This design comes from an exercise in tuning for small area and a short achievable clock period on the open sky130 flow, not from production work.
Function was checked by simulation only, so behaviour that the tests miss may differ from the original.

==> v13: inputs <==
## mac_acc_sigmoid
module mac_acc_sigmoid(
  input clk2,
  input rst2,
  input [127:0] pixelsIn,
  input [127:0] weightsIn,
  input [7:0] b,
  output [7:0] dout);
clock: 11.5 ns
lec_check: 0
abc_area: 1
cap_margin: 20
core_margin: 2
core_utilization: 40
setup_slack_margin: 4.3
slew_margin: 20
synth_hierarchical: 1
run.sh (not shown) runs the stock make flow with config.mk's settings and CLKGATE_MAP_FILE= SYNTH_SCRIPT=/design/flow/synth_recipe.tcl, a recipe that flattens the netlist after the stock synthesis.
==> v29: changes against v13 <==
--- a/flow/design.v
+++ b/flow/design.v
@@ -696,17 +696,22 @@
     dist_mem_gen_0 u2 (lutaddr, lutdata);
     assign dataext = {2'b00, lutdata};
     dataConv u3 (dataext, sign, datasigned);
     saturationLogic u4 (datasigned, sign, ovf, data);
 endmodule
 `timescale 1ns / 1ps
-module act10(s, dout);
+module act10m(s, f, q, dout);
   input [21:0] s;
   wire [21:0] s;
+  input f;
+  wire f;
+  input [7:0] q;
+  wire [7:0] q;
   output [7:0] dout;
   wire [7:0] dout;
+  wire [7:0] fo;
   wire _000_;
   wire _001_;
   wire _002_;
   wire _003_;
   wire _004_;
   wire _005_;
@@ -1143,13 +1148,13 @@
   assign _010_ = 4'h1 >> { s[20], s[18] };
   assign _011_ = 4'h8 >> { _010_, _009_ };
   assign _012_ = 4'h1 >> { s[15], s[21] };
   assign _013_ = 4'h1 >> { s[17], s[14] };
   assign _014_ = 4'h8 >> { _013_, _012_ };
   assign _015_ = 4'h8 >> { _014_, _011_ };
-  assign dout[6] = 4'h1 >> { _015_, _008_ };
+  assign fo[6] = 4'h1 >> { _015_, _008_ };
   assign _016_ = 4'h1 >> { _304_, _290_ };
   assign _017_ = 4'h2 >> { _016_, _293_ };
   assign _018_ = 4'h2 >> s[13:12];
   assign _019_ = 4'h4 >> { _018_, _017_ };
   assign _020_ = 4'h1 >> { _019_, s[13] };
   assign _021_ = 4'h2 >> { _020_, _015_ };
@@ -1164,13 +1169,13 @@
   assign _030_ = 4'h8 >> { _029_, s[11] };
   assign _031_ = 4'h4 >> { _030_, _028_ };
   assign _032_ = 4'h2 >> { _031_, _022_ };
   assign _033_ = 4'h2 >> { _032_, s[13] };
   assign _034_ = 4'h8 >> { _033_, _007_ };
   assign _035_ = 4'h4 >> { _034_, _327_ };
-  assign dout[5] = 4'he >> { _035_, _021_ };
+  assign fo[5] = 4'he >> { _035_, _021_ };
   assign _036_ = 4'h1 >> { _166_, s[10] };
   assign _037_ = 4'h2 >> { _036_, s[11] };
   assign _038_ = 4'h4 >> { _037_, _029_ };
   assign _039_ = 4'h4 >> { _038_, _319_ };
   assign _040_ = 4'h1 >> { _039_, s[13] };
   assign _041_ = 4'h1 >> { _319_, s[8] };
@@ -1214,13 +1219,13 @@
   assign _079_ = 4'h4 >> { _078_, _074_ };
   assign _080_ = 4'h1 >> { _019_, _344_ };
   assign _081_ = 4'h8 >> { _342_, s[11] };
   assign _082_ = 4'h1 >> { _081_, _080_ };
   assign _083_ = 4'h1 >> { _015_, _007_ };
   assign _084_ = 4'h1 >> { _083_, _082_ };
-  assign dout[4] = 4'h4 >> { _084_, _079_ };
+  assign fo[4] = 4'h4 >> { _084_, _079_ };
   assign _085_ = 4'h2 >> { _060_, _007_ };
   assign _086_ = 4'h4 >> { s[10], s[12] };
   assign _087_ = 4'h4 >> { _086_, _292_ };
   assign _088_ = 4'h4 >> { s[7], s[11] };
   assign _089_ = 4'h8 >> { _088_, _176_ };
   assign _090_ = 4'h1 >> { _089_, _343_ };
@@ -1229,14 +1234,14 @@
   assign _093_ = 4'h8 >> { s[10], s[11] };
   assign _094_ = 4'h4 >> { _038_, _298_ };
   assign _095_ = 4'h2 >> { _094_, _022_ };
   assign _096_ = 4'h4 >> { _095_, _093_ };
   assign _097_ = 4'h2 >> { _096_, _015_ };
   assign _098_ = 4'h4 >> { _097_, _092_ };
-  assign dout[3] = 4'he >> { _098_, _085_ };
-  assign _099_ = 4'h8 >> { dout[3], _022_ };
+  assign fo[3] = 4'he >> { _098_, _085_ };
+  assign _099_ = 4'h8 >> { fo[3], _022_ };
   assign _100_ = 4'h2 >> { _099_, _015_ };
   assign _101_ = 4'h2 >> { _338_, s[9] };
   assign _102_ = 4'h2 >> { _101_, _346_ };
   assign _103_ = 4'h8 >> { _220_, s[9] };
   assign _104_ = 4'h2 >> { _103_, _068_ };
   assign _105_ = 4'h1 >> { _104_, _038_ };
@@ -1253,13 +1258,13 @@
   assign _116_ = 4'h2 >> { _045_, s[12] };
   assign _117_ = 4'h4 >> { _116_, _115_ };
   assign _118_ = 4'h2 >> { _117_, s[13] };
   assign _119_ = 4'h4 >> { _118_, _114_ };
   assign _120_ = 4'h2 >> { _119_, _007_ };
   assign _121_ = 4'h4 >> { _120_, _074_ };
-  assign dout[2] = 4'he >> { _121_, _111_ };
+  assign fo[2] = 4'he >> { _121_, _111_ };
   assign _122_ = 4'h4 >> { _069_, _017_ };
   assign _123_ = 4'h8 >> { _304_, s[11] };
   assign _124_ = 4'h1 >> { _308_, _298_ };
   assign _125_ = 4'h1 >> { _124_, _041_ };
   assign _126_ = 4'h1 >> { _125_, _292_ };
   assign _127_ = 4'h1 >> { _126_, _337_ };
@@ -1306,13 +1311,13 @@
   assign _170_ = 4'h4 >> { _169_, _165_ };
   assign _171_ = 4'h2 >> { _170_, _040_ };
   assign _172_ = 4'h4 >> { _171_, _162_ };
   assign _173_ = 4'h1 >> { _172_, _324_ };
   assign _174_ = 4'h4 >> { _173_, _158_ };
   assign _175_ = 4'h2 >> { _174_, _007_ };
-  assign dout[1] = 4'he >> { _175_, _148_ };
+  assign fo[1] = 4'he >> { _175_, _148_ };
   assign _177_ = 4'h8 >> { _242_, s[8] };
   assign _178_ = 4'h1 >> { _177_, _029_ };
   assign _179_ = 4'h8 >> { _067_, _297_ };
   assign _180_ = 4'h1 >> { _179_, _178_ };
   assign _181_ = 4'h2 >> { _180_, _132_ };
   assign _182_ = 4'h4 >> { _040_, _293_ };
@@ -1408,17 +1413,18 @@
   assign _281_ = 4'h2 >> { _199_, _155_ };
   assign _282_ = 4'h4 >> { _281_, _280_ };
   assign _283_ = 4'h1 >> { _282_, _276_ };
   assign _284_ = 4'h4 >> { _283_, _256_ };
   assign _285_ = 4'h4 >> { _284_, _248_ };
   assign _287_ = 4'h2 >> { _285_, _015_ };
-  assign dout[0] = 4'he >> { _287_, _243_ };
-  assign dout[7] = 4'h2 >> { _008_, s[21] };
+  assign fo[0] = 4'he >> { _287_, _243_ };
+  assign fo[7] = 4'h2 >> { _008_, s[21] };
   assign r[7] = r[6];
   assign sign = s[21];
   assign y = s[21:5];
+  assign dout = f ? fo : q;
 endmodule
 `timescale 1ns / 1ps
 module mac_acc_sigmoid(
   input clk2,
   input rst2,
   input [127:0] pixelsIn,
@@ -4650,17 +4656,15 @@
   fa3 u_os19(.a(acc0_19), .b(acc1_19), .c(acc2_19), .s(os19), .co(oc19));
   wire os20, oc20;
   fa3 u_os20(.a(acc0_20), .b(acc1_20), .c(acc2_20), .s(os20), .co(oc20));
   wire os21, oc21;
   fa3 u_os21(.a(acc0_21), .b(acc1_21), .c(acc2_21), .s(os21), .co(oc21));
   assign sum = {~os21, ~os20, ~os19, ~os18, ~os17, ~os16, ~os15, ~os14, ~os13, ~os12, ~os11, ~os10, ~os9, ~os8, ~os7, ~os6, ~os5, ~os4, ~os3, ~os2, ~os1, ~os0} + {~oc20, ~oc19, ~oc18, ~oc17, ~oc16, ~oc15, ~oc14, ~oc13, ~oc12, ~oc11, ~oc10, ~oc9, ~oc8, ~oc7, ~oc6, ~oc5, ~oc4, ~oc3, ~oc2, ~oc1, ~oc0, ~1'b1};
-  wire [7:0] fout;
-  act10 sig(sum, fout);
+  act10m sig(.s(sum), .f(f), .q(dreg), .dout(dout));
   always @(posedge clk2)
-    if (f) dreg <= fout;
-  assign dout = f ? fout : dreg;
+    dreg <= dout;       
 endmodule
 module fa3(input a, input b, input c, output s, output co);
   assign s = a ^ b ^ c;
   assign co = (a & b) | (a & c) | (b & c);
 endmodule
 module ha2n(input a, input b, output s, output co);
Settings changed: CORE_UTILIZATION 40 to 35, GPL_ROUTABILITY_DRIVEN set to 0, SETUP_SLACK_MARGIN 4.3 to 4.45.
==> comparison <==
- v13 finished with timing, DRC and antenna clean. v29 finished with timing, DRC and antenna clean.
- In v13 the utilization is higher than in v29, by 5.6 points.
- Synthesized area is about the same in v13 and v29.
- In sequential share of layout area, v29 and v13 hardly differ.
- In v13 the cell count is lower than in v29, by 2.9%.

re-timing with driven ports:
In the flow no input, the clock included, has a driving cell. The finished layouts below were timed again as built, in two steps. Step 1 assumes that a clkbuf_16 drives the clock port and a buf_2 every other input. Step 2 also shifts input and output timing later by t, the mid clock arrival at the registers, as if the neighbouring blocks saw the same clock. Three values: ideal ports, drivers, drivers and shift; two values: the first two.
| run | t (ns) | setup WS [ns] | worst setup path at the end | cell pins on the clock port's net |
|---|---|---|---|---|
| v13 | 0.440 | 4.317 / 4.296 / 3.856 | input to register | 1 |
| v29 | 0.444 | 4.433 / 4.396 / 3.952 | input to register | 1 |
After both steps setup and hold are still met in every run listed. For v29, which loses most, drivers alone change the setup slack by -0.037 ns; drivers and shift together by -0.481 ns.
